From an optimization exercise on the open Yosys and OpenROAD flow, aimed at small area, a short achievable clock period and few clock cycles per item; shortcuts taken in it are not production practice.
Function was checked by simulation only, so behaviour that the tests miss may differ from the original.

**flow/design.v**
```verilog
module mult_controller #(
    parameter integer WIDTH = 32
)
(
    input logic clk,
    input logic rst_n,
    input logic start,
    input logic signed [WIDTH - 1: 0] multiplicand,
    input logic signed [WIDTH - 1: 0] multiplier,
    output logic signed [2 * WIDTH - 1: 0] product,
    output logic done
);
    logic busy;                   
    logic [1:0] cnt;             
    logic [31:0] pl;              
    logic bprev;                  
    logic [31:0] ph;              
    logic [39:0] q0, q1;          
    wire [31:0] mx = multiplier;
    wire [7:0] mb = busy ? pl[7:0] : mx[7:0];
    wire [8:0] win = {mb, bprev & busy};
    wire [32:0] am = {multiplicand[31], multiplicand};   
    wire [32:0] a2 = {multiplicand, 1'b0};               
    wire [3:0] ng;
    wire [2:0] w0 = win[2:0];
    wire one0 = w0[0] ^ w0[1];
    wire two0 = (w0[2] & ~w0[1] & ~w0[0]) | (~w0[2] & w0[1] & w0[0]);
    assign ng[0] = w0[2];
    wire [32:0] x0 = ((am & {33{one0}}) | (a2 & {33{two0}})) ^ {33{ng[0]}};
    wire [2:0] w1 = win[4:2];
    wire one1 = w1[0] ^ w1[1];
    wire two1 = (w1[2] & ~w1[1] & ~w1[0]) | (~w1[2] & w1[1] & w1[0]);
    assign ng[1] = w1[2];
    wire [32:0] x1 = ((am & {33{one1}}) | (a2 & {33{two1}})) ^ {33{ng[1]}};
    wire [2:0] w2 = win[6:4];
    wire one2 = w2[0] ^ w2[1];
    wire two2 = (w2[2] & ~w2[1] & ~w2[0]) | (~w2[2] & w2[1] & w2[0]);
    assign ng[2] = w2[2];
    wire [32:0] x2 = ((am & {33{one2}}) | (a2 & {33{two2}})) ^ {33{ng[2]}};
    wire [2:0] w3 = win[8:6];
    wire one3 = w3[0] ^ w3[1];
    wire two3 = (w3[2] & ~w3[1] & ~w3[0]) | (~w3[2] & w3[1] & w3[0]);
    assign ng[3] = w3[2];
    wire [32:0] x3 = ((am & {33{one3}}) | (a2 & {33{two3}})) ^ {33{ng[3]}};
    wire s1 = x0[6] ^ x1[4];
    wire c2 = x0[6] & x1[4];
    wire s3 = x0[7] ^ x1[5];
    wire c4 = x0[7] & x1[5];
    wire s5 = x0[8] ^ x1[6];
    wire c6 = x0[8] & x1[6];
    wire s7 = x0[9] ^ x1[7];
    wire c8 = x0[9] & x1[7];
    wire s9 = x0[10] ^ x1[8];
    wire c10 = x0[10] & x1[8];
    wire s11 = x0[11] ^ x1[9];
    wire c12 = x0[11] & x1[9];
    wire s13 = x0[12] ^ x1[10];
    wire c14 = x0[12] & x1[10];
    wire s15 = x0[13] ^ x1[11];
    wire c16 = x0[13] & x1[11];
    wire s17 = x0[14] ^ x1[12];
    wire c18 = x0[14] & x1[12];
    wire s19 = x0[15] ^ x1[13];
    wire c20 = x0[15] & x1[13];
    wire s21 = x0[16] ^ x1[14];
    wire c22 = x0[16] & x1[14];
    wire s23 = x0[17] ^ x1[15];
    wire c24 = x0[17] & x1[15];
    wire s25 = x0[18] ^ x1[16];
    wire c26 = x0[18] & x1[16];
    wire s27 = x0[19] ^ x1[17];
    wire c28 = x0[19] & x1[17];
    wire s29 = x0[20] ^ x1[18];
    wire c30 = x0[20] & x1[18];
    wire s31 = x0[21] ^ x1[19];
    wire c32 = x0[21] & x1[19];
    wire s33 = x0[22] ^ x1[20];
    wire c34 = x0[22] & x1[20];
    wire s35 = x0[23] ^ x1[21];
    wire c36 = x0[23] & x1[21];
    wire s37 = x0[24] ^ x1[22];
    wire c38 = x0[24] & x1[22];
    wire s39 = x0[25] ^ x1[23];
    wire c40 = x0[25] & x1[23];
    wire s41 = x0[26] ^ x1[24];
    wire c42 = x0[26] & x1[24];
    wire s43 = x0[27] ^ x1[25];
    wire c44 = x0[27] & x1[25];
    wire s45 = x0[28] ^ x1[26];
    wire c46 = x0[28] & x1[26];
    wire s47 = x0[29] ^ x1[27];
    wire c48 = x0[29] & x1[27];
    wire s49 = x0[30] ^ x1[28];
    wire c50 = x0[30] & x1[28];
    wire s51 = x0[31] ^ x1[29] ^ x2[27];
    wire c52 = (x0[31] & x1[29]) | (x0[31] & x2[27]) | (x1[29] & x2[27]);
    wire s53 = ~x0[32] ^ x1[30];
    wire c54 = ~x0[32] & x1[30];
    wire s55 = x1[31] ^ x2[29];
    wire c56 = x1[31] & x2[29];
    wire s57 = x0[4] ^ x1[2];
    wire c58 = x0[4] & x1[2];
    wire s59 = x0[5] ^ x1[3];
    wire c60 = x0[5] & x1[3];
    wire s61 = s1 ^ x2[2] ^ x3[0];
    wire c62 = (s1 & x2[2]) | (s1 & x3[0]) | (x2[2] & x3[0]);
    wire s63 = s3 ^ x2[3] ^ x3[1];
    wire c64 = (s3 & x2[3]) | (s3 & x3[1]) | (x2[3] & x3[1]);
    wire s65 = s5 ^ x2[4] ^ x3[2];
    wire c66 = (s5 & x2[4]) | (s5 & x3[2]) | (x2[4] & x3[2]);
    wire s67 = s7 ^ x2[5] ^ x3[3];
    wire c68 = (s7 & x2[5]) | (s7 & x3[3]) | (x2[5] & x3[3]);
    wire s69 = s9 ^ x2[6] ^ x3[4];
    wire c70 = (s9 & x2[6]) | (s9 & x3[4]) | (x2[6] & x3[4]);
    wire s71 = s11 ^ x2[7] ^ x3[5];
    wire c72 = (s11 & x2[7]) | (s11 & x3[5]) | (x2[7] & x3[5]);
    wire s73 = s13 ^ x2[8] ^ x3[6];
    wire c74 = (s13 & x2[8]) | (s13 & x3[6]) | (x2[8] & x3[6]);
    wire s75 = s15 ^ x2[9] ^ x3[7];
    wire c76 = (s15 & x2[9]) | (s15 & x3[7]) | (x2[9] & x3[7]);
    wire s77 = s17 ^ x2[10] ^ x3[8];
    wire c78 = (s17 & x2[10]) | (s17 & x3[8]) | (x2[10] & x3[8]);
    wire s79 = s19 ^ x2[11] ^ x3[9];
    wire c80 = (s19 & x2[11]) | (s19 & x3[9]) | (x2[11] & x3[9]);
    wire s81 = s21 ^ x2[12] ^ x3[10];
    wire c82 = (s21 & x2[12]) | (s21 & x3[10]) | (x2[12] & x3[10]);
    wire s83 = s23 ^ x2[13] ^ x3[11];
    wire c84 = (s23 & x2[13]) | (s23 & x3[11]) | (x2[13] & x3[11]);
    wire s85 = s25 ^ x2[14] ^ x3[12];
    wire c86 = (s25 & x2[14]) | (s25 & x3[12]) | (x2[14] & x3[12]);
    wire s87 = s27 ^ x2[15] ^ x3[13];
    wire c88 = (s27 & x2[15]) | (s27 & x3[13]) | (x2[15] & x3[13]);
    wire s89 = s29 ^ x2[16] ^ x3[14];
    wire c90 = (s29 & x2[16]) | (s29 & x3[14]) | (x2[16] & x3[14]);
    wire s91 = s31 ^ x2[17] ^ x3[15];
    wire c92 = (s31 & x2[17]) | (s31 & x3[15]) | (x2[17] & x3[15]);
    wire s93 = s33 ^ x2[18] ^ x3[16];
    wire c94 = (s33 & x2[18]) | (s33 & x3[16]) | (x2[18] & x3[16]);
    wire s95 = s35 ^ x2[19] ^ x3[17];
    wire c96 = (s35 & x2[19]) | (s35 & x3[17]) | (x2[19] & x3[17]);
    wire s97 = s37 ^ x2[20] ^ x3[18];
    wire c98 = (s37 & x2[20]) | (s37 & x3[18]) | (x2[20] & x3[18]);
    wire s99 = s39 ^ x2[21] ^ x3[19];
    wire c100 = (s39 & x2[21]) | (s39 & x3[19]) | (x2[21] & x3[19]);
    wire s101 = s41 ^ x2[22] ^ x3[20];
    wire c102 = (s41 & x2[22]) | (s41 & x3[20]) | (x2[22] & x3[20]);
    wire s103 = s43 ^ x2[23] ^ x3[21];
    wire c104 = (s43 & x2[23]) | (s43 & x3[21]) | (x2[23] & x3[21]);
    wire s105 = s45 ^ x2[24] ^ x3[22];
    wire c106 = (s45 & x2[24]) | (s45 & x3[22]) | (x2[24] & x3[22]);
    wire s107 = s47 ^ x2[25] ^ x3[23];
    wire c108 = (s47 & x2[25]) | (s47 & x3[23]) | (x2[25] & x3[23]);
    wire s109 = s49 ^ x2[26] ^ x3[24];
    wire c110 = (s49 & x2[26]) | (s49 & x3[24]) | (x2[26] & x3[24]);
    wire s111 = s51 ^ x3[25] ^ 1'b1;
    wire c112 = (s51 & x3[25]) | (s51 & 1'b1) | (x3[25] & 1'b1);
    wire s113 = s53 ^ x2[28] ^ x3[26];
    wire c114 = (s53 & x2[28]) | (s53 & x3[26]) | (x2[28] & x3[26]);
    wire s115 = s55 ^ x3[27] ^ 1'b1;
    wire c116 = (s55 & x3[27]) | (s55 & 1'b1) | (x3[27] & 1'b1);
    wire s117 = ~x1[32] ^ x2[30] ^ x3[28];
    wire c118 = (~x1[32] & x2[30]) | (~x1[32] & x3[28]) | (x2[30] & x3[28]);
    wire s119 = x2[31] ^ x3[29];
    wire c120 = x2[31] & x3[29];
    wire s121 = x0[2] ^ x1[0];
    wire c122 = x0[2] & x1[0];
    wire s123 = x0[3] ^ x1[1];
    wire c124 = x0[3] & x1[1];
    wire s125 = s57 ^ x2[0] ^ ng[2];
    wire c126 = (s57 & x2[0]) | (s57 & ng[2]) | (x2[0] & ng[2]);
    wire s127 = s59 ^ x2[1] ^ c58;
    wire c128 = (s59 & x2[1]) | (s59 & c58) | (x2[1] & c58);
    wire s129 = s61 ^ ng[3] ^ c60;
    wire c130 = (s61 & ng[3]) | (s61 & c60) | (ng[3] & c60);
    wire s131 = s63 ^ c2 ^ c62;
    wire c132 = (s63 & c2) | (s63 & c62) | (c2 & c62);
    wire s133 = s65 ^ c4 ^ c64;
    wire c134 = (s65 & c4) | (s65 & c64) | (c4 & c64);
    wire s135 = s67 ^ c6 ^ c66;
    wire c136 = (s67 & c6) | (s67 & c66) | (c6 & c66);
    wire s137 = s69 ^ c8 ^ c68;
    wire c138 = (s69 & c8) | (s69 & c68) | (c8 & c68);
    wire s139 = s71 ^ c10 ^ c70;
    wire c140 = (s71 & c10) | (s71 & c70) | (c10 & c70);
    wire s141 = s73 ^ c12 ^ c72;
    wire c142 = (s73 & c12) | (s73 & c72) | (c12 & c72);
    wire s143 = s75 ^ c14 ^ c74;
    wire c144 = (s75 & c14) | (s75 & c74) | (c14 & c74);
    wire s145 = s77 ^ c16 ^ c76;
    wire c146 = (s77 & c16) | (s77 & c76) | (c16 & c76);
    wire s147 = s79 ^ c18 ^ c78;
    wire c148 = (s79 & c18) | (s79 & c78) | (c18 & c78);
    wire s149 = s81 ^ c20 ^ c80;
    wire c150 = (s81 & c20) | (s81 & c80) | (c20 & c80);
    wire s151 = s83 ^ c22 ^ c82;
    wire c152 = (s83 & c22) | (s83 & c82) | (c22 & c82);
    wire s153 = s85 ^ c24 ^ c84;
    wire c154 = (s85 & c24) | (s85 & c84) | (c24 & c84);
    wire s155 = s87 ^ c26 ^ c86;
    wire c156 = (s87 & c26) | (s87 & c86) | (c26 & c86);
    wire s157 = s89 ^ c28 ^ c88;
    wire c158 = (s89 & c28) | (s89 & c88) | (c28 & c88);
    wire s159 = s91 ^ c30 ^ c90;
    wire c160 = (s91 & c30) | (s91 & c90) | (c30 & c90);
    wire s161 = s93 ^ c32 ^ c92;
    wire c162 = (s93 & c32) | (s93 & c92) | (c32 & c92);
    wire s163 = s95 ^ c34 ^ c94;
    wire c164 = (s95 & c34) | (s95 & c94) | (c34 & c94);
    wire s165 = s97 ^ c36 ^ c96;
    wire c166 = (s97 & c36) | (s97 & c96) | (c36 & c96);
    wire s167 = s99 ^ c38 ^ c98;
    wire c168 = (s99 & c38) | (s99 & c98) | (c38 & c98);
    wire s169 = s101 ^ c40 ^ c100;
    wire c170 = (s101 & c40) | (s101 & c100) | (c40 & c100);
    wire s171 = s103 ^ c42 ^ c102;
    wire c172 = (s103 & c42) | (s103 & c102) | (c42 & c102);
    wire s173 = s105 ^ c44 ^ c104;
    wire c174 = (s105 & c44) | (s105 & c104) | (c44 & c104);
    wire s175 = s107 ^ c46 ^ c106;
    wire c176 = (s107 & c46) | (s107 & c106) | (c46 & c106);
    wire s177 = s109 ^ c48 ^ c108;
    wire c178 = (s109 & c48) | (s109 & c108) | (c48 & c108);
    wire s179 = s111 ^ c50 ^ c110;
    wire c180 = (s111 & c50) | (s111 & c110) | (c50 & c110);
    wire s181 = s113 ^ c52 ^ c112;
    wire c182 = (s113 & c52) | (s113 & c112) | (c52 & c112);
    wire s183 = s115 ^ c54 ^ c114;
    wire c184 = (s115 & c54) | (s115 & c114) | (c54 & c114);
    wire s185 = s117 ^ c56 ^ c116;
    wire c186 = (s117 & c56) | (s117 & c116) | (c56 & c116);
    wire s187 = s119 ^ 1'b1 ^ c118;
    wire c188 = (s119 & 1'b1) | (s119 & c118) | (1'b1 & c118);
    wire s189 = ~x2[32] ^ x3[30] ^ c120;
    wire c190 = (~x2[32] & x3[30]) | (~x2[32] & c120) | (x3[30] & c120);
    wire s191 = x3[31] ^ 1'b1;
    wire c192 = x3[31] & 1'b1;
    always_ff @(posedge clk) begin
        q0 <= {1'b1, ~x3[32], s191, s189, s187, s185, s183, s181, s179, s177, s175, s173, s171, s169, s167, s165, s163, s161, s159, s157, s155, s153, s151, s149, s147, s145, s143, s141, s139, s137, s135, s133, s131, s129, s127, s125, s123, s121, x0[1], x0[0]};
        q1 <= {1'b0, c192, c190, c188, c186, c184, c182, c180, c178, c176, c174, c172, c170, c168, c166, c164, c162, c160, c158, c156, c154, c152, c150, c148, c146, c144, c142, c140, c138, c136, c134, c132, c130, c128, c126, c124, c122, ng[1], 1'b0, ng[0]};
    end
    wire [39:0] acc = {8'd0, ~ph[31], ph[30:0]};
    wire [39:0] t0 = acc ^ q0 ^ q1;
    wire [39:0] t1 = {(acc[38:0] & q0[38:0]) | (acc[38:0] & q1[38:0]) | (q0[38:0] & q1[38:0]), 1'b0};
    wire [39:0] sum = t0 + t1;
    always_ff @(posedge clk or negedge rst_n) begin
        if (!rst_n) begin
            busy <= 1'b0;
            cnt  <= '0;
            done <= 1'b0;
        end else if (busy) begin
            cnt  <= cnt + 1'b1;
            if (cnt == 2'd3) begin
                busy <= 1'b0;
                done <= 1'b1;
            end
        end else if (start) begin
            busy <= 1'b1;
            cnt  <= '0;
            done <= 1'b0;
        end
    end
    always_ff @(posedge clk) begin
        if (busy) begin
            pl    <= {sum[7:0], pl[31:8]};
            ph    <= sum[39:8];
            bprev <= pl[7];
        end else if (start) begin
            ph    <= '0;
            pl    <= {8'd0, mx[31:8]};
            bprev <= mx[7];
        end
    end
    assign product = {ph, pl};
endmodule
```
**flow/run.sh**
```bash
#!/bin/bash
# synth_recipe.tcl (not shown) runs the flow's synth.tcl, then flattens the netlist and writes it again
# the make line also repeats each setting of config.mk as NAME=value (left out here)
make -C /OpenROAD-flow-scripts/flow DESIGN_CONFIG=/design/flow/config.mk WORK_HOME=/design/flow/orfs CLKGATE_MAP_FILE= SYNTH_SCRIPT=/design/flow/synth_recipe.tcl finish
```
**flow/config.mk**
```make
export PLATFORM = sky130hd
export DESIGN_NAME = mult_controller
export DESIGN_NICKNAME = mult_controller
export VERILOG_FILES = /design/flow/design.v
export SDC_FILE = /design/flow/constraint.sdc
export NUM_CORES = 4
export LEC_CHECK = 0
export CAP_MARGIN = 20
export CORE_MARGIN = 2
export CORE_UTILIZATION = 40
export SETUP_SLACK_MARGIN = 1.5
export SLEW_MARGIN = 20
```
**flow/constraint.sdc**
```tcl
create_clock -name core_clock -period 4.5 [get_ports {clk}]
set_input_delay 0.9000 -clock core_clock [delete_from_list [all_inputs] [get_ports {clk}]]
set_output_delay 0.9000 -clock core_clock [all_outputs]
set_load 0.01 [all_outputs]
```
==> summary.txt, run 1 <==
share of layout cells above drive strength 1=29.73%; Inst Count DP=1,938; Initial Util=40.47%; Netlist cell types=64; max_cap viols=0; die width=182.2 um; Seq/Total Area, Yosys=28.28%; First-pass DRT Iterations=5; Synth Register Bits=146; CTS tree=yes; Final GP Congestion=0.8967; Clock transition at path regs=0.06 ns; Worst Hold Class=flip-flop to flip-flop; Slew Limit Fails=0; worst setup margin=1.089 ns; row cnt=65; routed vias/inst=5.836; area delta synth->final=39.85%; Synth Flop Type=dfxtp_1; Ys Warns=1; diode count=0; GRT Resource Usage Total=25.79%; clock root buffer=clkbuf_16; Register Area=0.003597 mm2; input/output buffers=131; Hold Fails Final Rpt=0; Critical R2R Launch=busy$_DFF_PN0_; number of flops mapped to enable cells by yosys=65; IO Count=132; Final TNS setup=0 ns; first-pass GRT wire length=66,410 um; pin count of the biggest net entering global routing=43; total routed wirelength=44,390 um; Synthesized Nets=1,731; Slew @ Worst Pin=0.7800 ns; GRT overflow=0; vias in the first global route=11,686; H-tree depth=4; Reg2Reg Capture Point=q0[27]$_DFF_P_; Initial DRC Count=1,313; Crit. Startpoint=busy$_DFF_PN0_; dpl ws=0.09806 ns; crit path launch type=flip-flop; most common cell after layout, fill and taps aside=nor2_1; final net count=1,902; Cell Count, Final, Fillers Out=2,077; cell count after synthesis=1,491; chip height=182.2 um; achievable clock frequency=0.2931 GHz; Worst setup EP type=flip-flop; Die Area=0.03321 mm2; post-synthesis average cell area=8.522 um2; slack of the worst reg-to-reg path=1.09 ns; skew final=0.01315 ns; end of the critical path=q0[27]$_DFF_P_; initial antenna violation count=0; Final Setup Violations=0; fin crit share=75.81%; ys async rst share=2.740%; WL per Instance=21.37 um; Worst Path Required=4.83 ns; most frequent cells in the layout=nor2_1, clkdlybuf4s50_1, nand2_1, inv_1, buf_4; DPL Wire Length=28,400 um; Final Critical Period=3.411 ns; Max Fanout on Critical Path=8; status=no timing/DRC/antenna violations; area of the multi-input gates=0.009620 mm2; Reg2Reg Depth=15; final antenna-violating net count=0; Fillers=2,732; drt drc=0; Core Region=0.03139 mm2; via count=12,121; CTS Buf Count=17; CP Class=flip-flop to flip-flop; critical path arrival=3.75 ns; clock sink count=146; CTS Hold Buffers Added=0; RSZ-0062 raised after global routing=true; mapped cell area=0.01271 mm2; Rel. slew slack=47.84%; CTS Buffer Depth=2; later-pin clock latency in the skew report=0.44 ns
[final cells by class]
cell class | count | share of cell area [%]
Clock buffer | 20 | 2.457
Clock inverter | 12 | 0.9224
Inverter | 140 | 3.007
Multi-Input combinational cell | 1084 | 54.14
Sequential cell | 146 | 20.24
Tap cell | 402 | 2.831
Timing Repair Buffer | 273 | 16.40
[worst max-delay path, stage by stage (launching register included)]
cell	delay, ns
dfrtp_4	0.55
buf_8	0.15
a21boi_4	0.29
buf_6	0.18
nor2_4	0.05
buf_6	0.12
buf_16	0.15
nor2_4	0.09
nor2_2	0.05
nor2_1	0.13
a221oi_2	0.05
ha_1	0.32
inv_2	0.04
fa_1	0.51
fa_2	0.59
inv_1	0.04
[stage by stage]
step | hold slack (ns) | util, % | area, um2
after floorplan | 0.4536 | - | 12950
after CTS | 0.4894 | 53.68 | 16850
after detailed placement | 0.4811 | 46.66 | 14650
after global routing | 0.5185 | 56.60 | 17770
final | 0.4833 | 56.60 | 17770
after global placement | 0.4705 | 46.66 | 14650
[how the worst min path moves through the flow]
stage          depth (start not counted)                 end          startpoint  slack, ns
6_report                               1  cnt[0]$_DFFE_PN0P_  cnt[0]$_DFFE_PN0P_       0.48
3_5_place_dp                           1  cnt[0]$_DFFE_PN0P_  cnt[0]$_DFFE_PN0P_       0.48
5_1_grt                                1  cnt[0]$_DFFE_PN0P_  cnt[0]$_DFFE_PN0P_       0.52
2_1_floorplan                          1  cnt[0]$_DFFE_PN0P_  cnt[0]$_DFFE_PN0P_       0.45
3_3_place_gp                           1  cnt[0]$_DFFE_PN0P_  cnt[0]$_DFFE_PN0P_       0.47
4_1_cts                                1  cnt[0]$_DFFE_PN0P_  cnt[0]$_DFFE_PN0P_       0.49
[state kept, by name (all words and copies together) (netlist names)]
signal  flops
bprev       1
done        1
ph         32
q0         39
busy        1
pl         32
cnt         2
q1         38
[kinds of logic (layout without fill, tap and decap cells)]
family	Yosys count	after routing	share of synthesized area, %
mux	35	35	3.003
simple gates	450	454	14.95
flops	146	146	28.28
buf+inv	265	445	7.957
fa+ha+maj	173	173	22.41
xor+xnor	66	66	4.550
compound gates	356	356	18.85
[what timing repair did]
item | 4_1_cts | 5_1_grt
hold endpoints to repair | 0 | 0
buffers inserted | 63 | 31
setup endpoints to repair | 93 | 91
pin swaps | 91 | 118
cloned | 9 | 4
gates resized for setup | 217 | 200
[cells in the mapped netlist (25+ instances only)]
library cell	number	area [um2]
a21oi_1	74	370.4
a221oi_1	61	534.3
a22oi_1	62	465.5
clkbuf_1	108	405.4
dfxtp_1	77	1541
edfxtp_1	65	1952
fa_1	91	1822
ha_1	82	1026
inv_1	137	514.2
mux2_2	25	281.5
nand2_1	99	371.6
nor2_1	248	930.9
nor3_1	42	210.2
o21ai_0	93	465.5
xnor2_1	57	499.2
[per-layer routing]
| layer | vias to the layer above | part of all wire (%) | GRT usage (%) |
|---|---|---|---|
| li1 | 5468 | - | - |
| met1 | 5855 | 43 | 34.75 |
| met2 | 672 | 46 | 41.22 |
| met3 | 126 | 8.3 | 5.129 |
| met4 | 0 | 3.4 | 9.387 |
| met5 | - | 0 | 0 |
Testbench counts, summed over its fixed seeds: cycles 8,008, items 1,600.
==> inputs of run 2 (changes only) <==
--- a/flow/config.mk
+++ b/flow/config.mk
@@ -9,4 +9,4 @@
 export CORE_MARGIN = 2
 export CORE_UTILIZATION = 40
-export SETUP_SLACK_MARGIN = 1.5
+export SETUP_SLACK_MARGIN = 0.5
 export SLEW_MARGIN = 20
==> summary.txt, run 2 <==
status=no timing/DRC/antenna violations; Core Region=0.03139 mm2; Largest register FFs=39; Worst Hold Launch=cnt[0]$_DFFE_PN0P_; input/output buffers=131; final antenna-violating net count=0; die width=182.2 um; Die Area=0.03321 mm2; Reg2Reg Capture Point=q0[19]$_DFF_P_; critical path arrival=4.24 ns; Final Setup Violations=0; GRT overflow=0; clock sink count=146; Synth Flop Type=dfxtp_1; Final GP Congestion=0.9249; WL per Instance=19.12 um; Simple-Gate Fraction of Synth Area=14.95%; Worst setup EP type=flip-flop; Synth Area in Compound Gates=18.85%; Hold Fails Final Rpt=0; CP max stage cell=fa_1; Cell Count, Final, Fillers Out=1,969; Synth Register Bits=146; clock root buffer=clkbuf_16; total setup buffers inserted after CTS=0; Seq/Total Area, Yosys=28.28%; Max Fanout on Critical Path=31; most frequent cells in the layout=nor2_1, inv_1, clkdlybuf4s50_1, nand2_1, o21ai_0; Clock transition at path regs=0.07 ns; total routed wirelength=37,650 um; post-synthesis xor/xnor area fraction=4.549%; Critical R2R Launch=busy$_DFF_PN0_; Initial Util=40.47%; H-tree depth=4; routed vias/inst=5.626; post-synthesis average cell area=8.522 um2; Reg2Reg Depth=12; First-pass DRT Iterations=7; cell count after synthesis=1,491; row cnt=65; Yosys top cell area share=15.36%; synth top area cells=edfxtp_1, fa_1, dfxtp_1, ha_1, nor2_1; Slew @ Worst Pin=0.6476 ns; commonest cells in the synthesized netlist=nor2_1, inv_1, clkbuf_1; IO Count=132; Fillers=2,981; Biggest register=q0; Synthesized Nets=1,731; vias in the first global route=10,640; share of layout cells above drive strength 1=7.466%; later-pin clock latency in the skew report=0.43 ns; Initial DRC Count=1,016; Slew Limit Fails=0; Final TNS setup=0 ns; Min-Delay Endpoint=cnt[0]$_DFFE_PN0P_; Crit path max-delay family=adder cells; CP Class=input pin to flip-flop; area delta synth->final=18.74%; final net count=1,794; worst setup margin=0.5988 ns; largest family of logic cells by synthesized area=adder cells; achievable clock frequency=0.2563 GHz; most common cell after layout, fill and taps aside=nor2_1; most common cell in the netlist=nor2_1; number of flops mapped to enable cells by yosys=65; DPL Wire Length=27,760 um; Rel. slew slack=56.83%; drt drc=0; first-pass GRT wire length=59,820 um; post-synthesis mux area share=3.003%; via count=11,078; fin crit share=86.69%; RSZ-0062 raised after global routing=true; top flop regs=q0: 39 flops, q1: 38 flops; pin count of the biggest net entering global routing=64; initial antenna violation count=0; post_cts resized=0; final core occ=48.06%; CTS Buf Count=17; crit-path cells=clkdlybuf4s50_1 > mux2i_1 > buf_4 > or2_2 > buf_12 > o21ai_0 > nor2_1 > nor2_1 > a221oi_1 > ha_1 > inv_1 > fa_1 > fa_1 > inv_1; GRT Resource Usage Total=22.88%; Worst Hold Class=flip-flop to flip-flop; biggest area consumer among synthesized cells=edfxtp_1; ys async rst share=2.740%; mapped cell area=0.01271 mm2; max_cap viols=0; crit path launch type=input pin; Worst path max stage delay=0.51 ns; slack of the worst reg-to-reg path=0.65 ns; Worst Path Required=4.83 ns; hold depth=1; Final Critical Period=3.901 ns; skew final=0.01239 ns; Inst Count DP=1,937; dpl ws=0.1516 ns; CTS Buffer Depth=2; CTS Hold Buffers Added=0; chip height=182.2 um; area share of fa/ha/maj cells after synthesis=22.41%; Netlist cell types=64; Ys Warns=1; CP Buf/Inv Count=5; CTS tree=yes; diode count=0
==> run 2: worst max-delay path by stage <==
stage / start / endpoint / slack (ns) / cells past startpoint
after floorplan: multiplier[3] / q0[31]$_DFF_P_ / 0.72 / 12
after CTS: busy$_DFF_PN0_ / q0[31]$_DFF_P_ / 0.59 / 12
after global placement: multiplier[1] / q0[29]$_DFF_P_ / 0.24 / 12
final: multiplier[2] / q0[8]$_DFF_P_ / 0.60 / 14
after detailed placement: multiplier[1] / q0[30]$_DFF_P_ / 0.15 / 12
after global routing: busy$_DFF_PN0_ / q0[31]$_DFF_P_ / 0.49 / 12
==> run 2: cell families (layout without fill, tap and decap cells) <==
group           count (synthesis)  count (layout)
simple gates                  450             450
fa+ha+maj                     173             173
buf+inv                       265             341
xor+xnor                       66              66
flops                         146             146
compound gates                356             356
mux                            35              35
==> run 2: final cells by class <==
type	instances	area, um2	share of cell area [%]
Clock inverter	15	155.1	1.028
Sequential cell	146	3595	23.83
Timing Repair Buffer	169	1734	11.49
Tap cell	402	503.0	3.334
Multi-Input combinational cell	1080	8149	54.01
Clock buffer	17	425.4	2.820
Inverter	140	525.5	3.483
==> run 2: metal layers <==
metal	vias to the layer above	GRT usage [%]	wire, um
li1	5234	-	-
met1	5280	33.30	17550
met2	525	35.44	16530
met3	39	3.412	3004
met4	0	6.226	573
met5	-	0	0
==> run 2: metrics by stage <==
step	hold slack (ns)	cell area [um2]
6_report	0.4848	15090
3_5_place_dp	0.4892	14500
3_3_place_gp	0.4710	14500
5_1_grt	0.5342	15090
4_1_cts	0.4968	15080
2_1_floorplan	0.4536	12710
==> run 2: worst register-to-register path, stage by stage (launching register included) <==
cell and delay [ns]:
dfrtp_2 0.59, buf_12 0.27, mux2i_1 0.34, buf_4 0.22
and2_0 0.20, buf_12 0.23, nor2_1 0.08, nor3_1 0.20
nor2_1 0.06, a221oi_1 0.54, fa_1 0.52, fa_1 0.49
inv_1 0.03
==> inputs of run 3 (changes only) <==
--- a/flow/config.mk
+++ b/flow/config.mk
@@ -9,4 +9,4 @@
 export CORE_MARGIN = 2
 export CORE_UTILIZATION = 40
-export SETUP_SLACK_MARGIN = 0.5
+export SETUP_SLACK_MARGIN = 1.0
 export SLEW_MARGIN = 20
==> summary.txt, run 3 <==
Slew Limit Fails=0; First-pass DRT Iterations=6; critical path arrival=3.83 ns; Initial Util=40.47%; hold depth=1; Reg2Reg Depth=15; Initial DRC Count=1,208; IO Count=132; area delta synth->final=30.63%; CP Class=input pin to flip-flop; achievable clock frequency=0.2856 GHz; Biggest register=q0; post-synthesis average cell area=8.522 um2; Slew @ Worst Pin=0.7610 ns; total routed wirelength=43,080 um; Core Region=0.03139 mm2; Ys Warns=1; most common cell after layout, fill and taps aside=nor2_1; cell count after synthesis=1,491; Clock transition at path regs=0.06 ns; Synth Register Bits=146; Seq/Total Area, Yosys=28.28%; Worst Hold Class=flip-flop to flip-flop; top flop regs=q0: 39 flops, q1: 38 flops; CTS Hold Buffers Added=0; Final Setup Violations=0; chip height=182.2 um; max_cap viols=0; crit path launch type=input pin; Worst setup EP type=flip-flop; number of flops mapped to enable cells by yosys=65; CTS Buffer Depth=2; CTS tree=yes; Rel. slew slack=49.18%; Max Fanout on Critical Path=14; DPL Wire Length=28,450 um; skew final=0.008870 ns; Synthesized Nets=1,731; GRT Resource Usage Total=24.67%; commonest cells in the synthesized netlist=nor2_1, inv_1, clkbuf_1; first-pass GRT wire length=63,810 um; vias in the first global route=11,177; Yosys top cell area share=15.36%; Synth Flop Type=dfxtp_1; synth top area cells=edfxtp_1, fa_1, dfxtp_1, ha_1, nor2_1; routed vias/inst=5.750; Final Critical Period=3.502 ns; Cell Count, Final, Fillers Out=2,032; most frequent cells in the layout=nor2_1, inv_1, clkdlybuf4s50_1, nand2_1, fa_1; fin area=0.01660 mm2; row cnt=65; share of layout cells above drive strength 1=17.67%; CTS Buf Count=17; diode count=0; initial antenna violation count=2; H-tree depth=4; biggest area consumer among synthesized cells=edfxtp_1; drt drc=0; Hold Fails Final Rpt=0; WL per Instance=21.20 um; final antenna-violating net count=0; RSZ-0062 raised after global routing=true; most common cell in the netlist=nor2_1; clock sink count=146; input/output buffers=131; ys async rst share=2.740%; Worst Path Required=4.83 ns; fin crit share=77.81%; Final GP Congestion=0.9204; final net count=1,857; status=no timing/DRC/antenna violations; pin count of the biggest net entering global routing=38; die width=182.2 um; post-placement cell area=0.01457 mm2; via count=11,683; later-pin clock latency in the skew report=0.43 ns; Inst Count DP=1,944; Netlist cell types=64; Die Area=0.03321 mm2; Final TNS setup=0 ns; clock root buffer=clkbuf_16; mapped cell area=0.01271 mm2; Largest register FFs=39; GRT overflow=0
## run 3: through the flow
step / hold WS [ns] / util (%) / setup WS, ns
floorplan: 0.4536 / - / 0.9911
finish: 0.4781 / 52.87 / 0.9984
detailed placement: 0.4778 / 46.42 / 0.2116
global placement: 0.4716 / 46.42 / 0.2784
global route: 0.5123 / 52.87 / 0.9206
CTS: 0.4852 / 50.16 / 0.9576
## run 3: area by class of cell
type                            instances  area (um2)
Sequential cell                       146        3597
Clock inverter                         10       97.59
Inverter                              140       529.3
Multi-Input combinational cell       1080        8816
Fill cell                            2832       14800
Clock buffer                           22       486.7
Timing Repair Buffer                  232        2567
Tap cell                              402       503.0
## run 3: final timing paths
check	start	endpoint	slack (ns)
setup / recovery	multiplicand[17]	q0[20]$_DFF_P_	1.0
hold / removal	cnt[0]$_DFFE_PN0P_	cnt[0]$_DFFE_PN0P_	0.48
setup reg to reg	busy$_DFF_PN0_	q0[20]$_DFF_P_	1.02
hold reg to reg	cnt[0]$_DFFE_PN0P_	cnt[0]$_DFFE_PN0P_	0.48
max in group asynchronous	rst_n	busy$_DFF_PN0_	3.62
min in group asynchronous	rst_n	busy$_DFF_PN0_	0.69
## run 3: layer usage
| layer | vias to the layer above | global-route usage [%] | part of all wire, % |
|---|---|---|---|
| met2 | 598 | 38.18 | 44 |
| li1 | 5376 | - | - |
| met1 | 5622 | 35.13 | 45 |
| met5 | - | 0 | 0.049 |
| met3 | 83 | 4.929 | 8.9 |
| met4 | 4 | 6.742 | 2.6 |
## run 3: what timing repair did
| action | 4_1_cts | 5_1_grt |
|---|---|---|
| gates cloned | 5 | 8 |
| pin swaps | 27 | 63 |
| setup endpoints to repair | 71 | 56 |
| hold endpoints to repair | 0 | 0 |
| buffers inserted | 14 | 29 |
| resized for setup | 75 | 106 |
## run 3: cell families after synthesis
family / Yosys count / share of synthesized area [%]
DFF: 146 / 28.28
and+or+nand+nor: 450 / 14.95
AOI/OAI and AO/OA: 356 / 18.85
xor gates and xnor gates: 66 / 4.550
adders and majority gates: 173 / 22.41
muxes: 35 / 3.003
buffers and inverters: 265 / 7.957
## run 3: worst max-delay path: stages
cell and delay, ns:
clkdlybuf4s50_1 0.92, o21ai_0 0.23, nor2_1 0.16, nor2_1 0.07, a221oi_2 0.19, ha_1 0.28
inv_2 0.06, fa_1 0.43, fa_1 0.54, inv_1 0.04
==> inputs of run 4 (changes only) <==
--- a/flow/config.mk
+++ b/flow/config.mk
@@ -8,5 +8,5 @@
 export CAP_MARGIN = 20
 export CORE_MARGIN = 2
-export CORE_UTILIZATION = 40
+export CORE_UTILIZATION = 60
 export SETUP_SLACK_MARGIN = 1.0
 export SLEW_MARGIN = 20
==> summary.txt, run 4 <==
ys async rst share=2.740%; Slew @ Worst Pin=0.8649 ns; Die Area=0.02236 mm2; critical path arrival=3.87 ns; Synth Flop Type=dfxtp_1; CTS Buffer Depth=2; Seq/Total Area, Yosys=28.28%; CTS tree=yes; RSZ-0062 raised after global routing=true; H-tree depth=4; Hold Fails Final Rpt=0; Final Setup Violations=0; Max Fanout on Critical Path=8; status=no timing/DRC/antenna violations; final net count=1,857; routed vias/inst=6.230; share of layout cells above drive strength 1=16.50%; mapped cell area=0.01271 mm2; Synthesized Nets=1,731; die width=149.5 um; Rel. slew slack=42.26%; pin count of the biggest net entering global routing=41; Final GP Congestion=0.9193; Initial Util=60.83%; most common cell in the netlist=nor2_1; Clock transition at path regs=0.06 ns; Synth Register Bits=146; Final Critical Period=3.542 ns; First-pass DRT Iterations=9; chip height=149.5 um; most frequent cells in the layout=nor2_1, inv_1, clkdlybuf4s50_1, nand2_1, fa_1; WL per Instance=21.50 um; most common cell after layout, fill and taps aside=nor2_1; Ys Warns=1; via count=11,868; achievable clock frequency=0.2824 GHz; clock sink count=146; max_cap viols=0; Slew Limit Fails=0; clock root buffer=clkbuf_16; Worst Path Required=4.82 ns; area delta synth->final=28.02%; later-pin clock latency in the skew report=0.43 ns; Initial DRC Count=1,238; biggest area consumer among synthesized cells=edfxtp_1; CTS Hold Buffers Added=0; IO Count=132; commonest cells in the synthesized netlist=nor2_1, inv_1, clkbuf_1; GRT Resource Usage Total=35.12%; number of flops mapped to enable cells by yosys=65; drt drc=0; Biggest register=q0; DPL Wire Length=27,170 um; vias in the first global route=10,863; CP Class=flip-flop to flip-flop; Worst Hold Class=flip-flop to flip-flop; initial antenna violation count=0; GRT overflow=0; top flop regs=q0: 39 flops, q1: 38 flops; total routed wirelength=40,950 um; post-synthesis average cell area=8.522 um2; Netlist cell types=64; Worst setup EP type=flip-flop; Core Region=0.02089 mm2; synth top area cells=edfxtp_1, fa_1, dfxtp_1, ha_1, nor2_1; diode count=0; Yosys top cell area share=15.36%; cell count after synthesis=1,491; worst hold slack=0.5002 ns; input/output buffers=131; fin crit share=78.70%; CTS Buf Count=17; Final TNS setup=0 ns; skew final=0.01199 ns; row cnt=53; Largest register FFs=39; final antenna-violating net count=0; first-pass GRT wire length=60,240 um; crit path launch type=flip-flop
-- run 4: changes by cell type in the layout (fill, tap and decap cells not counted), sizes merged --
cell and delta:
inv +3, bufinv +3, clkinv -1, dlymetal6s2s -5
clkbuf -9, buf +4, clkdlybuf4s50 +5
-- run 4: routing by layer --
metal / vias up / GRT usage [%] / part of all wire, %
met5: - / 0 / 0
met4: 0 / 10.90 / 3.5
met3: 143 / 7.073 / 10
met2: 754 / 56.06 / 46
met1: 5591 / 48.37 / 40
li1: 5380 / - / -
-- run 4: path summary, 6_finish.rpt --
path	startpoint	endpoint	slack (ns)	cells past startpoint
setup / recovery	busy$_DFF_PN0_	q0[23]$_DFF_P_	0.96	15
hold / removal	cnt[0]$_DFFE_PN0P_	cnt[0]$_DFFE_PN0P_	0.50	1
setup reg to reg	busy$_DFF_PN0_	q0[23]$_DFF_P_	0.96	15
hold reg to reg	cnt[0]$_DFFE_PN0P_	cnt[0]$_DFFE_PN0P_	0.50	1
max in group asynchronous	rst_n	busy$_DFF_PN0_	3.62	1
min in group asynchronous	rst_n	done$_DFFE_PN0P_	0.68	1
-- run 4: kinds of logic (layout without fill, tap and decap cells) --
kind of cell / after synthesis / after routing / share of synthesized area (%)
muxes: 35 / 35 / 3.003
DFF: 146 / 146 / 28.28
adders and majority gates: 173 / 173 / 22.41
and+or+nand+nor: 450 / 450 / 14.95
buffers and inverters: 265 / 404 / 7.957
AOI/OAI and AO/OA: 356 / 356 / 18.85
xor gates and xnor gates: 66 / 66 / 4.550
-- run 4: what timing repair did --
| action | 4_1_cts | 5_1_grt |
|---|---|---|
| setup buffers | 23 | 19 |
| endpoints found under the setup margin | 66 | 66 |
| cloned | 6 | 4 |
| resized for setup | 66 | 99 |
| pin swaps | 23 | 69 |
-- run 4: critical path: stages (launching register included) --
cell and delay, ns:
dfrtp_4 0.54, buf_12 0.16, mux2i_4 0.18, buf_6 0.15, or2_4 0.25, buf_6 0.12, buf_12 0.13, o21ai_2 0.10
nor2_1 0.06, nor2_1 0.20, a221oi_2 0.07, ha_1 0.36, inv_2 0.05, fa_1 0.50, fa_1 0.52, inv_1 0.04
-- run 4: final cells by class --
cell class                 count  area [um2]
tap                          275       344.1
fill                        1439        4623
multi-input combinational   1080        8671
inverter                     140       526.8
clock buffer                  17       425.4
timing repair buffer         232        2496
sequential                   146        3597
clock inverter                15       205.2
-- run 4: per-stage QoR --
stage	util [%]	std cells	area, um2	setup slack [ns]
finish	77.87	1905	16270	0.9583
global route	77.87	1905	16270	0.9028
CTS	75.14	1882	15700	0.9834
detailed placement	68.89	1821	14390	0.1996
global placement	68.82	1820	14380	0.2038
floorplan	-	1491	12730	0.9911
==> inputs of run 5 (changes only) <==
==> flow/flow/run.sh (new file) <==
#!/bin/bash
# The standard layout, except that the port buffers are plain buffers
# (sky130_fd_sc_hd__buf_1, which timing repair may resize) instead of the
# delay cells buffer_ports picks by default, and timing repair may swap a
# cell for one of another footprint.
set -euo pipefail
bash standard.sh "BUFFER_PORTS_ARGS=-buffer_cell sky130_fd_sc_hd__buf_1" MATCH_CELL_FOOTPRINT=0 finish > standard.log 2>&1
==> flow/standard.sh (new file) <==
#!/bin/bash
# synth_recipe.tcl (not shown) runs the flow's synth.tcl, then flattens the netlist and writes it again
# the make line also repeats each setting of config.mk as NAME=value (left out here)
make -C /OpenROAD-flow-scripts/flow DESIGN_CONFIG=/design/flow/config.mk WORK_HOME=/design/flow/orfs CLKGATE_MAP_FILE= SYNTH_SCRIPT=/design/flow/synth_recipe.tcl "${@:-finish}"
--- a/flow/config.mk
+++ b/flow/config.mk
@@ -8,5 +8,5 @@
 export CAP_MARGIN = 20
 export CORE_MARGIN = 2
-export CORE_UTILIZATION = 60
+export CORE_UTILIZATION = 40
 export SETUP_SLACK_MARGIN = 1.0
 export SLEW_MARGIN = 20
removed: flow/run.sh
==> summary.txt, run 5 <==
status=no timing/DRC/antenna violations; Worst setup EP type=flip-flop; Critical R2R Launch=busy$_DFF_PN0_; H-tree depth=4; top flop regs=q0: 39 flops, q1: 38 flops; clock sink count=146; Reg2Reg Depth=15; achievable clock frequency=0.2882 GHz; input/output buffers=131; pin count of the biggest net entering global routing=64; CTS Buf Count=17; Worst Hold Class=input pin to asynchronous set/reset pin; Hold Fails Final Rpt=0; biggest area consumer among synthesized cells=edfxtp_1; Cell Count, Final, Fillers Out=2,009; routed vias/inst=5.664; via count=11,378; max_cap viols=0; Initial Util=40.47%; Final TNS setup=0 ns; commonest cells in the synthesized netlist=nor2_1, inv_1, clkbuf_1; WL per Instance=19.23 um; first-pass GRT wire length=59,870 um; row cnt=65; post-synthesis average cell area=8.522 um2; Biggest register=q0; Yosys top cell area share=15.36%; Final Setup Violations=0; Clock transition at path regs=0.07 ns; clock root buffer=clkbuf_16; Slew @ Worst Pin=0.8241 ns; Crit. Startpoint=busy$_DFF_PN0_; Inst Count DP=1,941; later-pin clock latency in the skew report=0.44 ns; most common cell in the netlist=nor2_1; most common cell after layout, fill and taps aside=nor2_1; area delta synth->final=17.39%; Die Area=0.03321 mm2; Final Critical Period=3.469 ns; RSZ-0062 raised after global routing=true; CP max stage cell=fa_1; critical path arrival=3.81 ns; crit path launch type=flip-flop; Final GP Congestion=0.9077; Rel. slew slack=45.06%; cell mode on critical path=buf_4; final net count=1,831; number of flops mapped to enable cells by yosys=65; CP Class=flip-flop to flip-flop; Netlist cell types=64; Synth Register Bits=146; Seq/Total Area, Yosys=28.28%; crit-path cells=buf_4 > buf_4 > a21boi_4 > buf_6 > or2_4 > buf_4 > o21ai_0 > nor2_1 > nor2_1 > a221oi_1 > ha_1 > inv_1 > fa_1 > fa_1 > inv_1; Initial DRC Count=996; initial antenna violation count=6; final antenna-violating net count=0; CTS tree=yes; Worst path max stage delay=0.51 ns; skew final=0.01468 ns; GRT overflow=0; chip height=182.2 um; First-pass DRT Iterations=5; Fillers=3,057; Slew Limit Fails=0; Synth Flop Type=dfxtp_1; Worst Path Required=4.84 ns; die width=182.2 um; Ys Warns=1; share of layout cells above drive strength 1=13.34%; total routed wirelength=38,630 um; mapped cell area=0.01271 mm2; fin crit share=77.09%; ys async rst share=2.740%; DPL Wire Length=27,530 um; drt drc=0; IO Count=132; vias in the first global route=10,706; Largest register FFs=39; CTS Buffer Depth=2; synth top area cells=edfxtp_1, fa_1, dfxtp_1, ha_1, nor2_1; GRT Resource Usage Total=22.74%; most frequent cells in the layout=nor2_1, inv_1, buf_1, nand2_1, fa_1; Max Fanout on Critical Path=7; cell count after synthesis=1,491; CTS Hold Buffers Added=0; Synthesized Nets=1,731; Core Region=0.03139 mm2
## run 5: area by class of cell
class	count	area, um2	area share (%)
timing repair buffer	203	1161	7.785
tap	402	503.0	3.372
multi-input combinational	1083	8511	57.06
sequential	146	3597	24.12
inverter	140	531.8	3.565
antenna	3	7.507	0.05033
clock buffer	17	425.4	2.852
clock inverter	15	178.9	1.200
## run 5: final timing paths
check | slack (ns) | to
setup / recovery | 1.03 | q0[30]$_DFF_P_
hold / removal | 0.29 | done$_DFFE_PN0P_
setup reg to reg | 1.03 | q0[30]$_DFF_P_
hold reg to reg | 0.49 | cnt[0]$_DFFE_PN0P_
max in group asynchronous | 4.00 | busy$_DFF_PN0_
min in group core_clock | 0.49 | cnt[0]$_DFFE_PN0P_
## run 5: through the flow
step / utilization, % / hold slack, ns / worst slack (ns) / area, um2
2_1_floorplan: - / 0.4536 / 0.9911 / 12730
3_3_place_gp: 43.42 / 0.4714 / 0.5004 / 13630
3_5_place_dp: 43.42 / 0.4796 / 0.4141 / 13630
4_1_cts: 45.83 / 0.2834 / 1.005 / 14390
5_1_grt: 47.49 / 0.2984 / 0.9377 / 14910
6_report: 47.51 / 0.2880 / 1.031 / 14920
## run 5: cell families after synthesis
kind of cell               after synthesis  synth area share [%]
and+or+nand+nor                        450                 14.95
AOI/OAI and AO/OA                      356                 18.85
buffers and inverters                  265                 7.957
adders and majority gates              173                 22.41
DFF                                    146                 28.28
xor gates and xnor gates                66                 4.550
muxes                                   35                 3.003
## run 5: repair_timing
item / in CTS / in global routing
buffers inserted: 10 / 20
gates cloned: 1 / 2
endpoints found under the setup margin: 69 / 53
pin swaps: 4 / 19
resized for setup: 19 / 87
## run 5: metal layers
metal | track usage, % | routed length (um) | share of wire, % | up-vias
met5 | 0 | 39 | 0.10 | -
met4 | 5.677 | 610 | 1.6 | 6
met3 | 4.091 | 2970 | 7.7 | 53
met2 | 35.36 | 16970 | 44 | 473
met1 | 32.75 | 18040 | 47 | 5519
li1 | - | - | - | 5327
## run 5: critical path, delay by kind of cell (launching register included)
family                   cells  cell delay [ns]
adder cells (fa/ha/maj)      3             1.23
flip-flops                   1             0.49
AND/OR/NAND/NOR              3             0.36
AO/OA/AOI/OAI                3             0.57
buffers and inverters        6             0.71
==> inputs of run 6 (changes only) <==
==> flow/flow/run.sh (replaced) <==
#!/bin/bash
# The standard layout, except that the port buffers are plain buffers
# (sky130_fd_sc_hd__buf_1, which timing repair may resize) instead of the
# delay cells buffer_ports picks by default.
set -euo pipefail
echo 'export BUFFER_PORTS_ARGS = -buffer_cell sky130_fd_sc_hd__buf_1' >> config.mk
bash standard.sh > standard.log 2>&1
--- a/flow/config.mk
+++ b/flow/config.mk
@@ -9,4 +9,5 @@
 export CORE_MARGIN = 2
 export CORE_UTILIZATION = 40
-export SETUP_SLACK_MARGIN = 1.0
+export SETUP_SLACK_MARGIN = 1.5
 export SLEW_MARGIN = 20
+export BUFFER_PORTS_ARGS = -buffer_cell sky130_fd_sc_hd__buf_1
==> summary.txt, run 6 <==
status=no timing/DRC/antenna violations; area share of fa/ha/maj cells after synthesis=22.41%; IO Count=132; initial antenna violation count=4; Worst setup EP type=flip-flop; Synthesized Nets=1,731; first-pass GRT wire length=67,280 um; GRT Resource Usage Total=26.37%; mapped cell area=0.01271 mm2; area delta synth->final=32.14%; Synth Area in Compound Gates=18.85%; Biggest register=q0; input/output buffers=131; Fillers=2,767; Final TNS setup=0 ns; cell count after synthesis=1,491; Final GP Congestion=0.8489; Crit path max-delay family=adder cells; achievable clock frequency=0.2939 GHz; drt drc=0; post-synthesis xor/xnor area fraction=4.549%; Simple-Gate Fraction of Synth Area=14.95%; via count=11,998; WL per Instance=21.63 um; critical path arrival=3.74 ns; H-tree depth=4; total routed wirelength=44,770 um; Final Critical Period=3.403 ns; Worst path max stage delay=0.56 ns; most frequent cells in the layout=nor2_1, buf_1, inv_1, nand2_1, buf_4; CTS tree=yes; Die Area=0.03321 mm2; row cnt=65; ys async rst share=2.740%; commonest cells in the synthesized netlist=nor2_1, inv_1, clkbuf_1; DPL Wire Length=27,880 um; Cell Count, Final, Fillers Out=2,070; biggest area consumer among synthesized cells=edfxtp_1; most common cell in the netlist=nor2_1; Hold Fails Final Rpt=0; Worst Path Required=4.83 ns; chip height=182.2 um; CP max stage cell=dfrtp_4; Worst Hold Class=input pin to asynchronous set/reset pin; number of flops mapped to enable cells by yosys=65; post-synthesis mux area share=3.003%; die width=182.2 um; Largest register FFs=39; most common cell after layout, fill and taps aside=nor2_1; Slew Limit Fails=0; pin count of the biggest net entering global routing=41; routed vias/inst=5.796; synth top area cells=edfxtp_1, fa_1, dfxtp_1, ha_1, nor2_1; clock sink count=146; Core Region=0.03139 mm2; CTS Buffer Depth=2; top flop regs=q0: 39 flops, q1: 38 flops; Initial DRC Count=1,125; GRT overflow=0; Netlist cell types=64; clock root buffer=clkbuf_16; Yosys top cell area share=15.36%; later-pin clock latency in the skew report=0.44 ns; CP Class=flip-flop to flip-flop; skew final=0.01229 ns; Ys Warns=1; crit path launch type=flip-flop; CTS Buf Count=17; crit-path cells=mux2i_4 > buf_6 > buf_6 > or2_4 > o21ai_1 > nor2_1 > nor2_1 > a221oi_4 > ha_1 > inv_1 > fa_1 > fa_2 > inv_1; max_cap viols=0; Clock transition at path regs=0.06 ns; Slew @ Worst Pin=1.005 ns; dpl ws=0.5013 ns; Synth Register Bits=146; worst setup margin=1.097 ns; share of layout cells above drive strength 1=27.23%; RSZ-0062 raised after global routing=true; Final Setup Violations=0; Synth Flop Type=dfxtp_1; largest family of logic cells by synthesized area=adder cells; final antenna-violating net count=0; Seq/Total Area, Yosys=28.28%; CP Buf/Inv Count=4; post-synthesis average cell area=8.522 um2; Inst Count DP=1,934; final net count=1,894; Rel. slew slack=32.63%; First-pass DRT Iterations=6; Initial Util=40.47%; worst hold slack=0.2956 ns; vias in the first global route=11,586; Max Fanout on Critical Path=8; fin crit share=75.61%
[run 6: cell counts after synthesis]
Identical to the previous run, type by type.
[run 6: worst paths after layout]
kind	from	to	slack [ns]	depth (start not counted)
max	busy$_DFF_PN0_	q0[9]$_DFF_P_	1.10	13
min	rst_n	busy$_DFF_PN0_	0.30	1
max reg2reg	busy$_DFF_PN0_	q0[9]$_DFF_P_	1.10	13
min reg2reg	cnt[0]$_DFFE_PN0P_	cnt[0]$_DFFE_PN0P_	0.49	1
max in group asynchronous	rst_n	busy$_DFF_PN0_	3.98	1
min in group core_clock	cnt[0]$_DFFE_PN0P_	cnt[0]$_DFFE_PN0P_	0.49	1
[run 6: repair_timing]
item / 4_1_cts / 5_1_grt
pin swaps: 107 / 68
resized for setup: 257 / 109
setup endpoints to repair: 89 / 114
buffers inserted: 67 / 19
hold buffers: 0 / 0
gates cloned: 15 / 2
[run 6: logic make-up after synthesis]
| logic type | count (synthesis) |
|---|---|
| AOI/OAI and AO/OA | 356 |
| muxes | 35 |
| adders and majority gates | 173 |
| xor gates and xnor gates | 66 |
| buffers and inverters | 265 |
| and+or+nand+nor | 450 |
| DFF | 146 |
[run 6: final cells by class]
type,instances,area [um2],share of cell area (%)
Tap cell,402,503.0,2.996
Inverter,140,538.0,3.204
Clock buffer,21,440.4,2.623
Clock inverter,11,137.6,0.8197
Antenna cell,1,2.502,0.01490
Multi-Input combinational cell,1087,9628,57.34
Sequential cell,146,3597,21.42
Timing Repair inverter,1,5.005,0.02981
Timing Repair Buffer,261,1938,11.54
[run 6: metal layers]
layer | part of all wire (%) | vias up | track usage, % | wire (um)
li1 | - | 5466 | - | -
met1 | 42 | 5798 | 35.42 | 18840
met2 | 46 | 612 | 41.98 | 20470
met3 | 8.7 | 114 | 5.727 | 3884
met4 | 3.4 | 8 | 9.484 | 1532
met5 | 0.098 | - | 0 | 44
[run 6: through the flow]
step           utilization (%)  instance area (um2)
6_report                 53.48                16790
3_5_place_dp             43.68                13710
2_1_floorplan                -                12950
3_3_place_gp             43.68                13710
5_1_grt                  53.48                16790
4_1_cts                  51.42                16140
==> inputs of run 7 (changes only) <==
--- a/flow/config.mk
+++ b/flow/config.mk
@@ -6,4 +6,5 @@
 export NUM_CORES = 4
 export LEC_CHECK = 0
+export ABC_AREA = 1
 export CAP_MARGIN = 20
 export CORE_MARGIN = 2
==> summary.txt, run 7 <==
clock root buffer=clkbuf_16; Clock transition at path regs=0.06 ns; Critical R2R Launch=busy$_DFF_PN0_; Ys Warns=1; row cnt=65; Fillers=2,811; via count=10,996; Initial Util=40.39%; Final Critical Period=3.187 ns; Synthesized Nets=1,751; Synth Flop Type=dfxtp_1; Die Area=0.03306 mm2; post-synthesis average cell area=8.370 um2; Crit. Startpoint=busy$_DFF_PN0_; Yosys top cell area share=15.43%; Netlist cell types=29; achievable clock frequency=0.3138 GHz; status=no timing/DRC/antenna violations; Final TNS setup=0 ns; pin count of the biggest net entering global routing=41; chip height=181.8 um; CTS Hold Buffers Added=0; CP Class=flip-flop to flip-flop; final antenna-violating net count=0; Core Region=0.03131 mm2; die width=181.8 um; GRT Resource Usage Total=23.93%; CP max stage cell=fa_2; clock sink count=146; CTS Buffer Depth=2; input/output buffers=131; Slew Limit Fails=0; most common cell in the netlist=nand2_1; Hold Fails Final Rpt=0; drt drc=0; WL per Instance=19.09 um; Worst Hold Class=input pin to asynchronous set/reset pin; Worst setup EP type=flip-flop; crit path launch type=flip-flop; synth top area cells=edfxtp_1, fa_1, dfxtp_1, nand2_1, xor2_1; final net count=1,941; critical path arrival=3.52 ns; mapped cell area=0.01265 mm2; Final GP Congestion=0.9261; IO Count=132; fin crit share=70.83%; first-pass GRT wire length=60,640 um; initial antenna violation count=0; H-tree depth=4; final core occ=51.37%; Biggest register=q0; Worst path max stage delay=0.58 ns; Worst Path Required=4.83 ns; fin area=0.01609 mm2; Largest register FFs=39; most frequent cells in the layout=nand2_1, inv_1, buf_1, xor2_1, o22ai_2; Slew @ Worst Pin=0.7745 ns; crit-path cells=buf_12 > buf_6 > nor2_4 > nor2_4 > buf_6 > nand2_8 > nand2_8 > o22ai_4 > xor2_2 > ha_1 > inv_2 > fa_2 > fa_2 > inv_1; Synth Register Bits=146; commonest cells in the synthesized netlist=nand2_1, inv_1, xor2_1; Seq/Total Area, Yosys=28.41%; CTS tree=yes; cell count after synthesis=1,511; worst hold slack=0.2939 ns; post-placement cell area=0.01376 mm2; ys async rst share=2.740%; DPL Wire Length=28,200 um; later-pin clock latency in the skew report=0.44 ns; number of flops mapped to enable cells by yosys=65; diode count=0; max_cap viols=0; Max Fanout on Critical Path=8; most common cell after layout, fill and taps aside=nand2_1; GRT overflow=0; biggest area consumer among synthesized cells=edfxtp_1; routed vias/inst=5.197; Rel. slew slack=48.37%; vias in the first global route=10,785; top flop regs=q0: 39 flops, q1: 38 flops; area delta synth->final=27.19%; RSZ-0062 raised after global routing=true; skew final=0.01687 ns; share of layout cells above drive strength 1=20.65%; Initial DRC Count=795; First-pass DRT Iterations=5; Final Setup Violations=0; total routed wirelength=40,390 um; CTS Buf Count=17
## run 7: changes by cell type after synthesis, moves of 30 or more
cell      before  now
a221oi_1      61    0
a22oi_1       62    0
clkbuf_1     108    9
inv_1        137  279
nand2_1       99  345
nand3_1        9   39
nor2_1       248   97
nor3_1        42    6
o21ai_0       93   32
o22ai_1        4   63
o22ai_2        0   61
xnor2_1       57    0
xor2_1         9  129
## run 7: cell families (layout without fill, tap and decap cells)
| kind of cell | Yosys count | after routing | synth area share [%] |
|---|---|---|---|
| AOI/OAI and AO/OA | 228 | 228 | 13.48 |
| buffers and inverters | 332 | 527 | 10.73 |
| DFF | 146 | 146 | 28.41 |
| and+or+nand+nor | 503 | 511 | 15.92 |
| adders and majority gates | 173 | 173 | 22.52 |
| xor gates and xnor gates | 129 | 129 | 8.933 |
## run 7: path summary, 6_finish.rpt
path,depth (start not counted),slack (ns),end
setup / recovery,14,1.31,q0[13]$_DFF_P_
hold / removal,1,0.29,busy$_DFF_PN0_
setup reg to reg,14,1.31,q0[13]$_DFF_P_
hold reg to reg,1,0.50,cnt[0]$_DFFE_PN0P_
max in group asynchronous,1,4.00,busy$_DFF_PN0_
min in group core_clock,1,0.50,cnt[0]$_DFFE_PN0P_
## run 7: final cells by class
| cell class | instances | area, um2 | area share, % |
|---|---|---|---|
| clock inverter | 14 | 136.4 | 0.8479 |
| timing repair inverter | 1 | 6.256 | 0.03889 |
| sequential | 146 | 3595 | 22.35 |
| tap | 402 | 503.0 | 3.127 |
| inverter | 284 | 1086 | 6.752 |
| timing repair buffer | 210 | 1460 | 9.077 |
| clock buffer | 18 | 450.4 | 2.800 |
| multi-input combinational | 1041 | 8848 | 55.01 |
## run 7: stage by stage
stage,std cells,setup slack (ns)
after global placement,2012,0.6919
final,2116,1.313
after CTS,2088,1.444
after detailed placement,2012,0.6223
after global routing,2116,1.243
after floorplan,1511,1.341
## run 7: timing repair
item                                    CTS  global route
endpoints found under the hold margin     0             0
pin swaps                                40            34
cloned                                   12             2
resized for setup                       115            91
buffers inserted                         32            26
endpoints found under the setup margin   70            69
## run 7: critical path: cells and delay by family (launching register included)
family	cells	cell delay, ns
AO/OA/AOI/OAI	1	0.16
XOR/XNOR	1	0.19
adder cells (fa/ha/maj)	3	1.31
buffers and inverters	5	0.56
flip-flops	1	0.47
AND/OR/NAND/NOR	4	0.39
## run 7: layer usage
layer,GRT usage (%),routed length [um],vias up
met4,7.935,1198,0
met5,0,0,-
met1,33.37,18160,5303
met2,38.42,18590,411
li1,-,-,5201
met3,3.189,2438,81
==> inputs of run 8 (changes only) <==
--- a/flow/config.mk
+++ b/flow/config.mk
@@ -6,9 +6,9 @@
 export NUM_CORES = 4
 export LEC_CHECK = 0
-export ABC_AREA = 1
 export CAP_MARGIN = 20
 export CORE_MARGIN = 2
 export CORE_UTILIZATION = 40
-export SETUP_SLACK_MARGIN = 1.5
+export CTS_BUF_LIST = sky130_fd_sc_hd__clkbuf_8
+export SETUP_SLACK_MARGIN = 1.0
 export SLEW_MARGIN = 20
 export BUFFER_PORTS_ARGS = -buffer_cell sky130_fd_sc_hd__buf_1
==> summary.txt, run 8 <==
commonest cells in the synthesized netlist=nor2_1, inv_1, clkbuf_1; routed vias/inst=5.692; mapped cell area=0.01271 mm2; Netlist cell types=64; top flop regs=q0: 39 flops, q1: 38 flops; Worst setup EP type=flip-flop; most frequent cells in the layout=nor2_1, inv_1, buf_1, nand2_1; Die Area=0.03321 mm2; vias in the first global route=10,734; row cnt=65; Reg2Reg Depth=15; biggest area consumer among synthesized cells=edfxtp_1; Final TNS setup=0 ns; fin area=0.01475 mm2; CTS tree=yes; ys async rst share=2.740%; IO Count=132; share of layout cells above drive strength 1=13.05%; CTS Hold Buffers Added=0; Rel. slew slack=47.60%; Seq/Total Area, Yosys=28.28%; input/output buffers=131; Final Setup Violations=0; crit path launch type=flip-flop; GRT overflow=0; synth top area cells=edfxtp_1, fa_1, dfxtp_1, ha_1, nor2_1; DPL Wire Length=27,370 um; worst setup margin=1.061 ns; drt drc=0; Hold Fails Final Rpt=0; slack of the worst reg-to-reg path=1.06 ns; Ys Warns=1; later-pin clock latency in the skew report=0.48 ns; First-pass DRT Iterations=5; status=no timing/DRC/antenna violations; final net count=1,829; Initial Util=40.47%; WL per Instance=19.93 um; Slew Limit Fails=0; post-synthesis average cell area=8.522 um2; chip height=182.2 um; CTS Buf Count=17; number of flops mapped to enable cells by yosys=65; area of the multi-input gates=0.008516 mm2; fin crit share=76.43%; CTS Buffer Depth=2; Reg2Reg Capture Point=q0[23]$_DFF_P_; most common cell after layout, fill and taps aside=nor2_1; clock root buffer=clkbuf_8; Core Region=0.03139 mm2; Max Fanout on Critical Path=8; Initial DRC Count=1,160; dpl ws=0.4648 ns; critical path arrival=3.82 ns; post-placement cell area=0.01357 mm2; Worst Hold Class=input pin to asynchronous set/reset pin; skew final=0.02181 ns; Slew @ Worst Pin=0.7860 ns; Worst Path Required=4.88 ns; H-tree depth=4; CP Class=flip-flop to flip-flop; area delta synth->final=16.11%; achievable clock frequency=0.2908 GHz; Final Critical Period=3.439 ns
-- run 8: cell types whose count changed in the layout (fill, tap and decap cells not counted), sizes merged, moves of 61 or more --
cell | previous run | this run
a221oi | 0 | 61
a22oi | 0 | 62
inv | 293 | 144
nand2 | 363 | 99
nor2 | 97 | 248
o21ai | 32 | 94
o22ai | 124 | 4
xor2 | 129 | 9
-- run 8: worst max-delay path, stage by stage (launching register included) --
cell and delay (ns):
dfrtp_4 0.56, inv_2 0.10, nand2_2 0.06, a21boi_4 0.18, buf_6 0.16, nor2_4 0.23, clkbuf_16 0.23, nor2_1 0.04
nor2_1 0.11, nor2_1 0.06, a221oi_2 0.20, ha_1 0.29, inv_2 0.06, fa_1 0.42, fa_1 0.57, inv_1 0.05
-- run 8: cells by family after synthesis --
family | after synthesis | synth area share (%)
multiplexers | 35 | 3.003
AND/OR/NAND/NOR | 450 | 14.95
buffers and inverters | 265 | 7.957
flip-flops | 146 | 28.28
adder cells (fa/ha/maj) | 173 | 22.41
AO/OA/AOI/OAI | 356 | 18.85
XOR/XNOR | 66 | 4.550
-- run 8: cell type report --
type | instances | area share [%]
tap | 402 | 3.409
sequential | 146 | 24.38
clock buffer | 17 | 1.586
antenna | 2 | 0.03392
timing repair buffer | 201 | 8.294
multi-input combinational | 1083 | 57.72
clock inverter | 15 | 0.9753
inverter | 140 | 3.596
-- run 8: timing repair --
| item | CTS | global route |
|---|---|---|
| setup buffers | 9 | 21 |
| pin swaps | 3 | 19 |
| gates cloned | 0 | 8 |
| endpoints found under the setup margin | 70 | 59 |
| resized for setup | 16 | 83 |
-- run 8: worst max path at each step --
stage,startpoint,endpoint,slack [ns],cells past startpoint
final,busy$_DFF_PN0_,q0[23]$_DFF_P_,1.06,15
after global routing,busy$_DFF_PN0_,q0[25]$_DFF_P_,0.91,15
after CTS,busy$_DFF_PN0_,q0[25]$_DFF_P_,0.96,10
after detailed placement,multiplier[2],q0[30]$_DFF_P_,0.46,13
after global placement,multiplier[1],q0[30]$_DFF_P_,0.51,13
after floorplan,multiplier[1],q0[28]$_DFF_P_,0.99,13
-- run 8: per-stage QoR --
| stage | std cells | hold slack, ns |
|---|---|---|
| CTS | 1975 | 0.2254 |
| detailed placement | 1934 | 0.4786 |
| global placement | 1934 | 0.4708 |
| finish | 2006 | 0.2405 |
| global route | 2004 | 0.2383 |
| floorplan | 1491 | 0.4536 |
-- run 8: routing by layer --
layer	share of wire, %	global-route usage, %
met1	46	32.88
met2	43	35.13
met3	8.7	4.750
met4	2.0	7.000
met5	0.078	0

-- re-timing with driven ports --
No port has a modelled driver above. Below, the same layouts with a new extraction and two added sets of constraints.
Step 1: set_driving_cell puts a clkbuf_16 on clk and a buf_2 on each other input, an assumption about the parent block.
Step 2 also shifts input and output timing later by t, the mid clock arrival at the registers, as if the neighbouring blocks saw the same clock.
Three values: ideal ports, drivers, drivers and shift; two values: the first two.
run | shift t [ns] | setup slack, ns | hold WS [ns] | worst register clock-pin slew, ns
run 1 | 0.481 | 1.089 / 1.089 / 0.619 | 0.483 / 0.483 / 0.483 | 0.07 / 0.07
run 2 | 0.474 | 0.599 / 0.619 / 0.145 | 0.485 / 0.485 / 0.485 | 0.07 / 0.07
run 3 | 0.464 | 0.998 / 1.014 / 0.551 | 0.478 / 0.478 / 0.478 | 0.06 / 0.06
run 4 | 0.478 | 0.958 / 0.958 / 0.585 | 0.500 / 0.500 / 0.500 | 0.07 / 0.07
run 5 | 0.481 | 1.031 / 1.031 / 0.664 | 0.288 / 0.274 / 0.486 | 0.07 / 0.07
run 6 | 0.486 | 1.097 / 1.097 / 0.692 | 0.296 / 0.270 / 0.487 | 0.07 / 0.07
run 7 | 0.478 | 1.313 / 1.313 / 0.897 | 0.294 / 0.271 / 0.497 | 0.08 / 0.08
run 8 | 0.512 | 1.061 / 1.061 / 0.658 | 0.241 / 0.228 / 0.497 | 0.10 / 0.10
After both steps setup and hold are still met in every run listed. The setup slack of run 1, which loses most, moves by 0.000 ns with the drivers and by -0.470 ns with both steps.
